This design comes from an exercise in tuning for small area on the open sky130 flow, not from production work.
The RTL was checked by simulation tests, not by an equivalence proof against the original design.
Power and IR drop assume default switching activity.

==> flow/design.v <==
module counter #(
    parameter logic [19:0] RST_VALUE = 20'd500_000
)(
    input logic clk,
    input logic rst_n,
    input logic enable,
    output logic [19:0] value,
    output logic overflow
);
logic [19:0] value_nxt;
logic overflow_nxt;
always_ff @(posedge clk or negedge rst_n) begin
    if (!rst_n) begin
        value <= 20'b0;
        overflow <= 1'b0;
    end else begin
        value <= value_nxt;
        overflow <= overflow_nxt;
    end
end
always_comb begin
    value_nxt = value;
    overflow_nxt = 1'b0;
    if (enable) begin
        if(value < RST_VALUE) begin
            value_nxt = value + 1;
        end
        else begin
            value_nxt = 20'b0;
            overflow_nxt = 1'b1;
        end
    end
end
endmodule
module fifo #(
    parameter int DATA_WIDTH = 8,
    parameter int ADDR_WIDTH = 4  
)(
    input  logic clk,
    input  logic rst_n,
    input  logic wr,
    input  logic [DATA_WIDTH-1:0] w_data,
    input  logic rd,
    output logic [DATA_WIDTH-1:0] r_data,
    output logic full,
    output logic empty
);
    logic [DATA_WIDTH-1:0] mem [0:(2**ADDR_WIDTH)-1];
    logic [ADDR_WIDTH:0] wr_ptr, wr_ptr_nxt;
    logic [ADDR_WIDTH:0] rd_ptr, rd_ptr_nxt;
    always_ff @(posedge clk, negedge rst_n) begin
        if (!rst_n) begin
            wr_ptr <= '0;
            rd_ptr <= '0;
        end
        else begin
            wr_ptr <= wr_ptr_nxt;
            rd_ptr <= rd_ptr_nxt;
        end
    end
    always_ff @(posedge clk) begin
        if (wr && !full) begin
            mem[wr_ptr[ADDR_WIDTH-1:0]] <= w_data;
        end
    end
    always_comb begin
        wr_ptr_nxt = wr_ptr;
        rd_ptr_nxt = rd_ptr;
        if (wr && !full) begin
            wr_ptr_nxt = wr_ptr + 1'b1;
        end
        if (rd && !empty) begin
            rd_ptr_nxt = rd_ptr + 1'b1;
        end
    end
    assign r_data = mem[rd_ptr[ADDR_WIDTH-1:0]];
    assign empty = (wr_ptr == rd_ptr);
    assign full  = (wr_ptr[ADDR_WIDTH-1:0] == rd_ptr[ADDR_WIDTH-1:0]) &&
                   (wr_ptr[ADDR_WIDTH]     != rd_ptr[ADDR_WIDTH]);
endmodule
module uart_rx #(
    parameter DBIT = 8,  
    parameter SB_TICK = 16  
) (
    input logic clk,
    input logic rst_n,
    input logic rx,
    input logic s_tick,
    output logic rx_done_tick,
    output logic [7:0] dout
);
typedef enum logic [1:0] {
    IDLE,
    START,
    DATA,
    STOP
} state_t;
state_t state, state_nxt;
logic [3:0] s, s_nxt;
logic [2:0] n, n_nxt;
logic [7:0] b, b_nxt;
always_ff @(posedge clk, negedge rst_n) begin
    if (!rst_n) begin
        state <= IDLE;
        s <= 4'b0;
        n <= 3'b0;
        b <= 8'b0;
    end else begin
        state <= state_nxt;
        s <= s_nxt;
        n <= n_nxt;
        b <= b_nxt;
    end
end
always_comb begin
    state_nxt = state;
    s_nxt = s;
    n_nxt = n;
    b_nxt = b;
    case (state)
        IDLE: begin
            if (~rx) begin
                state_nxt = START;
                s_nxt = 0;
            end
        end
        START: begin
            if (s_tick) begin
                if (s == 7) begin
                    state_nxt = DATA;
                    s_nxt = 0;
                    n_nxt = 0;
                end else begin
                    s_nxt = s + 1;
                end
            end
        end
        DATA: begin
            if (s_tick) begin
                if (s == 15) begin
                    s_nxt = 0;
                    b_nxt = {rx, b[7:1]};
                    if (n == (DBIT - 1))
                        state_nxt = STOP;
                    else
                        n_nxt = n + 1;
                end else begin
                    s_nxt = s + 1;
                end
            end
        end
        STOP: begin
            if (s_tick) begin
                if (s == (SB_TICK - 1)) begin
                    state_nxt = IDLE;
                end else begin
                    s_nxt = s + 1;
                end
            end
        end
    endcase
end
always_comb begin
    rx_done_tick = 1'b0;
    dout = b;
    case (state)
        IDLE: ;
        START: ;
        DATA: ;
        STOP: begin
            rx_done_tick = (s_tick && (s == (SB_TICK - 1)));
        end
    endcase
end
endmodule
module uart_tx #(
    parameter DBIT = 8,  
    parameter SB_TICK = 16  
) (
    input logic clk,
    input logic rst_n,
    input logic tx_start,
    input logic s_tick,
    input logic [7:0] din,
    output logic tx_done_tick,
    output logic tx
);
typedef enum logic [1:0] {
    IDLE,
    START,
    DATA,
    STOP
} state_t;
state_t state, state_nxt;
logic [3:0] s, s_nxt;
logic [2:0] n, n_nxt;
logic [7:0] b, b_nxt;
always_ff @(posedge clk, negedge rst_n)
    if (!rst_n) begin
        state <= IDLE;
        s <= 0;
        n <= 0;
        b <= 0;
    end else begin
        state <= state_nxt;
        s <= s_nxt;
        n <= n_nxt;
        b <= b_nxt;
    end
always_comb begin
    state_nxt = state;
    s_nxt = s;
    n_nxt = n;
    b_nxt = b;
    case (state)
        IDLE: begin
            if (tx_start) begin
                state_nxt = START;
                s_nxt = 0;
                b_nxt = din;
            end
        end
        START: begin
            if (s_tick) begin
                if (s == 15) begin
                    state_nxt = DATA;
                    s_nxt = 0;
                    n_nxt = 0;
                end else begin
                    s_nxt = s + 1;
                end
            end
        end
        DATA: begin
            if (s_tick) begin
                if (s == 15) begin
                    s_nxt = 0;
                    b_nxt = b >> 1;
                    if (n == (DBIT - 1)) begin
                        state_nxt = STOP;
                    end else begin
                        n_nxt = n + 1;
                    end
                end else begin
                    s_nxt = s + 1;
                end
            end
        end
        STOP: begin
            if (s_tick) begin
                if (s == (SB_TICK - 1)) begin
                    state_nxt = IDLE;
                end else begin
                    s_nxt = s + 1;
                end
            end
        end
    endcase
end
always_comb begin
    tx_done_tick = 1'b0;
    case (state)
        IDLE: begin
            tx = 1'b1;
        end
        START: begin
            tx = 1'b0;
        end
        DATA: begin
            tx = b[0];
        end
        STOP: begin
            tx = 1'b1;
            if (s_tick) begin
                if (s == (SB_TICK - 1)) begin
                    tx_done_tick = 1'b1;
                end
            end
        end
    endcase
end
endmodule
module uart_module #(
    parameter int BIT_TICKS = 54
)(
    input logic clk,
    input logic rst_n,
    input logic rx,
    input logic rd_uart,
    input logic [7:0] w_data,
    input logic wr_uart,
    output logic tx,
    output logic [7:0] r_data,
    output logic rx_empty,
    output logic tx_full
);
wire logic [7:0] dout;
wire logic rx_done_tick;
wire logic tx_done_tick;
wire logic [7:0] din;
wire logic s_tick_ov;
wire logic tx_fifo_empty;
counter #(.RST_VALUE(BIT_TICKS)) u_baud_rate_generator (
    .clk(clk),
    .rst_n(rst_n),
    .enable(1'b1),
    .overflow(s_tick_ov),
    .value()
);
uart_rx u_reciever (
    .clk(clk),
    .rst_n(rst_n),
    .rx(rx),
    .s_tick(s_tick_ov),
    .dout(dout),
    .rx_done_tick(rx_done_tick)
);
fifo u_reciever_fifo (
    .clk(clk),
    .rst_n(rst_n),
    .w_data(dout),
    .wr(rx_done_tick),
    .r_data(r_data),
    .rd(rd_uart),
    .empty(rx_empty),
    .full()
);
uart_tx u_tranciever (
    .clk(clk),
    .rst_n(rst_n),
    .tx(tx),
    .din(din),
    .s_tick(s_tick_ov),
    .tx_done_tick(tx_done_tick),
    .tx_start(!tx_fifo_empty)
);
fifo u_tranciever_fifo(
    .clk(clk),
    .rst_n(rst_n),
    .w_data(w_data),
    .wr(wr_uart),
    .rd(tx_done_tick),
    .empty(tx_fifo_empty),
    .full(tx_full),
    .r_data(din)
);
endmodule
==> flow/run.sh <==
#!/bin/bash
# synth_recipe.tcl (not shown) runs the flow's synth.tcl, then flattens the netlist and writes it again
# the make line also repeats each setting of config.mk as NAME=value (left out here)
make -C /OpenROAD-flow-scripts/flow DESIGN_CONFIG=/design/flow/config.mk WORK_HOME=/design/flow/orfs CLKGATE_MAP_FILE= SYNTH_SCRIPT=/design/flow/synth_recipe.tcl finish
==> flow/config.mk <==
export PLATFORM = sky130hd
export DESIGN_NAME = uart_module
export DESIGN_NICKNAME = uart_module
export VERILOG_FILES = /design/flow/design.v
export SDC_FILE = /design/flow/constraint.sdc
export NUM_CORES = 4
export LEC_CHECK = 0
export CAP_MARGIN = 20
export CORE_MARGIN = 2
export CORE_UTILIZATION = 40
export SLEW_MARGIN = 20
==> flow/constraint.sdc <==
create_clock -name core_clock -period 10.0 [get_ports {clk}]
set_input_delay 2.0000 -clock core_clock [delete_from_list [all_inputs] [get_ports {clk}]]
set_output_delay 2.0000 -clock core_clock [all_outputs]
set_load 0.01 [all_outputs]
==> summary.txt <==
Yosys
  • Yosys top cell by area: edfxtp_1
  • Syn Std Cell Area: 13600 um2
  • Netlist cell types: 51
  • Post-synthesis register bit count: 331
  • Syn Inst Count: 782
  • Sequential area share after synthesis: 70.3%
  • Syn Area/Cell: 17.4 um2
  • Primary FF master, synth: edfxtp_1
  • Asr flop ratio synth: 22.7%
  • Top post-synthesis cells by area: edfxtp_1 (57%), dfrtp_1 (14%), mux4_2 (9.3%)
  • Post-synth EDFFs: 256
  • Synth warnings: 4
  • Post-synth top area share: 56.5%
  • Top-count cell post-synth: edfxtp_1
  • Synth cell count leaders: edfxtp_1 (256), dfrtp_1 (75), mux4_2 (56), mux2i_1 (38), nor2_1 (35)

Worst setup path
  • Setup crit end kind: output pin
  • Crit Path Class: flop to output pin
  • Worst Path Required: 8.00 ns
  • Worst r2r src: u_reciever_fifo.rd_ptr[3]
  • Worst R2R Setup Slack: 6.94 ns
  • CP arrival: 3.23 ns
  • Reg2reg path depth: 5
  • Crit-path max FO: 24
  • Worst r2r dst: u_reciever_fifo.mem[11][1]
  • Crit start category: flop

Placed design
  • Buffers on Ports: 23
  • Setup WS pre-CTS: 5.23 ns
  • GPL Wtd Cong: 0.751
  • Hpwl dp: 15500 um
  • Cells after DPL: 1236

Timing
  • Max frequency: 0.191 GHz
  • Worst slew pin tran: 1.03 ns
  • Slew margin rel.: 31.4%
  • RSZ-0062 raised after global routing: false
  • Max Transition Viols Final: 0
  • Minimum clock period: 5.23 ns
  • Final setup violation count: 0
  • Period utilization: 52.3%
  • Total negative slack: 0 ns
  • Final setup margin: 4.77 ns
  • Final-report hold violation count: 0
  • Max Clock Skew: 0.0212 ns

GRT
  • Final global-route overflow total: 0
  • Vias in the first global route: 6870
  • Tot GR Track Use: 14.7%
  • Maximum number of pins on one net before global-route repair: 76
  • Global-route wire length before repair: 40000 um
  • Initial antenna violation count: 0

Clock network
  • Post-cts repair resize count: 0
  • CTS Root Cell: clkbuf_16
  • CTS H-tree lvls: 2
  • CTS Hold Buffers Added: 0
  • Clk sinks: 331
  • CTS clk-pin slew, worst paths: 0.05 ns
  • Post-CTS Setup Inserts: 0
  • Worst-Skew Late Latency: 0.52 ns
  • CTS tree: built
  • Clk buf depth: 3
  • CTS Buf Count: 37

Floorplanning
  • Die footprint: 35500 um2
  • Core Area: 33500 um2
  • Initial Utilization: 40.6%
  • Num rows: 67
  • # IOs: 24
  • Die width: 188 um
  • DIE HEIGHT: 188 um

Layout
  • Ant diodes: 0
  • Area delta synth->final: 13.7%
  • Multi-input gate area: 3810 um2
  • Layout cell share with drive strength beyond 1: 17.1%
  • FF+latch area: 9570 um2
  • Filler cell count: 2900
  • Core Util, Final: 46.1%
  • Fin nets: 869
  • Layout Cells excl Fill: 1304

Drt
  • WL final: 25400 um
  • Total number of vias: 6798
  • Via density: 5.21
  • DR iter-0 viols: 471
  • Residual DRC: 0
  • Drt wl/cell: 19.5 um
  • Router iterations before antenna repair: 4
  • Detail Route Antenna Nets: 0

Hold path
  • Hold path cells: 1
  • HP Start: u_baud_rate_generator.value[0]
  • Hold endpoint: u_baud_rate_generator.value[0]
  • Worst Hold Class: flop to flop

Job
  • Max-Cap Viols: 0

Pwr
  • LEAKAGE: 5.40 nW
  • Pwr Density: 263 nW/um2
  • Worst vdd ir: 146 uV

Run status
  • Status: complete, no violations
==> report_power, final <==
part | switching, W | total, W | leakage [nW] | internal [W]
Combinational | 0.000467 | 0.000913 | 1.58 | 0.000446
Sequential | 0.000169 | 0.00186 | 3.26 | 0.00169
Clock | 0.000522 | 0.00129 | 0.566 | 0.000765
==> placed cells by master, fill, tap and decap left out, types with 6 or more instances in the layout <==
master           instances
mux2_2                  15
edfxtp_1               256
nand4_1                  8
o221ai_1                 6
xor2_1                  10
nand3_1                 13
mux4_2                  56
xnor2_1                 20
clkbuf_1                 7
o21ai_0                 18
nor2b_1                 14
clkinv_2                 6
mux2i_1                 38
a211oi_1                 8
dfrtp_1                 73
nand2_1                 23
a21oi_1                 21
clkbuf_16               37
conb_1                  14
buf_4                    8
ha_1                    28
nor2_1                  35
and3_1                  18
clkdlybuf4s50_1         22
nor3_1                   8
inv_1                   22
==> sequential cells by signal, indices dropped and copies added, names as in the netlist, 3 cells and up <==
name                         count
u_tranciever.n                   3
u_reciever.n                     3
u_tranciever_fifo.mem          128
u_reciever_fifo.mem            128
u_tranciever_fifo.wr_ptr         5
u_baud_rate_generator.value     20
u_reciever_fifo.rd_ptr           5
u_reciever.s                     4
u_reciever.b                     8
u_tranciever_fifo.rd_ptr         5
u_reciever_fifo.wr_ptr           5
u_tranciever.s                   4
u_tranciever.b                   8
==> layer usage <==
| layer | vias up | part of all wire (%) | track usage [%] |
|---|---|---|---|
| li1 | 3128 | - | - |
| met5 | - | 0 | 0 |
| met4 | 0 | 2.3 | 4.81 |
| met1 | 3477 | 44 | 20.0 |
| met2 | 151 | 49 | 23.9 |
| met3 | 42 | 4.7 | 2.78 |
==> worst max path at each step <==
stage	from	endpoint	slack [ns]	depth (start not counted)
finish	u_reciever_fifo.rd_ptr[0]	r_data[6]	4.77	6
global route	u_reciever_fifo.rd_ptr[0]	r_data[0]	4.51	6
CTS	u_reciever_fifo.rd_ptr[0]	r_data[6]	4.68	6
detailed placement	u_reciever_fifo.rd_ptr[0]	r_data[6]	5.23	6
global placement	u_reciever_fifo.rd_ptr[0]	r_data[6]	5.22	6
floorplan	u_reciever_fifo.rd_ptr[0]	r_data[7]	6.34	6
==> kinds of logic after synthesis <==
logic type	synth area share, %
buffers and inverters	2.19
AND/OR/NAND/NOR	5.24
adder cells (fa/ha/maj)	2.58
multiplexers	13.3
XOR/XNOR	1.93
other	0.0276
AO/OA/AOI/OAI	4.39
flip-flops	70.3
==> layout make-up <==
type	count	share of cell area (%)
clock inverters	19	1.02
multi-input cells	406	24.6
repair buffers	30	1.81
well taps	448	3.63
flip-flops and latches	331	61.9
clock buffers	48	6.51
inverters	22	0.534
==> worst max-delay path, stage by stage, from the launching register on <==
cell and delay [ns]:
dfrtp_2 0.59, buf_4 0.50, mux4_2 0.55, nor2b_1 0.14, a211oi_1 0.30, a21oi_1 0.09
clkdlybuf4s50_1 0.54
==> metrics by stage <==
stage / hold WS, ns / total power, W / area (um2)
finish: 0.457 / 0.00406 / 15500
floorplan: 0.425 / 0.00252 / 13600
CTS: 0.464 / 0.00411 / 15500
global placement: 0.453 / 0.00280 / 14300
detailed placement: 0.457 / 0.00281 / 14300
global route: 0.483 / 0.00428 / 15500

## re-timing with driven ports
How much do the figures lean on ideal ports? The routed layout below was timed once more, with nothing changed but the port constraints. Step 1 assumes that a clkbuf_16 drives the clock port and a buf_2 every other input. Step 2 also shifts input and output timing later by t, the mid clock arrival at the registers, as if the neighbouring blocks saw the same clock. Three values: ideal ports, drivers, drivers and shift; two values: the first two.
t, ns: 0.560
setup WS [ns]: 4.767 / 4.715 / 5.275
worst register clock-pin slew, ns: 0.06 / 0.06
After both steps setup and hold are still met in this run. For this run, drivers alone change the setup slack by -0.052 ns; drivers and shift together by +0.508 ns.
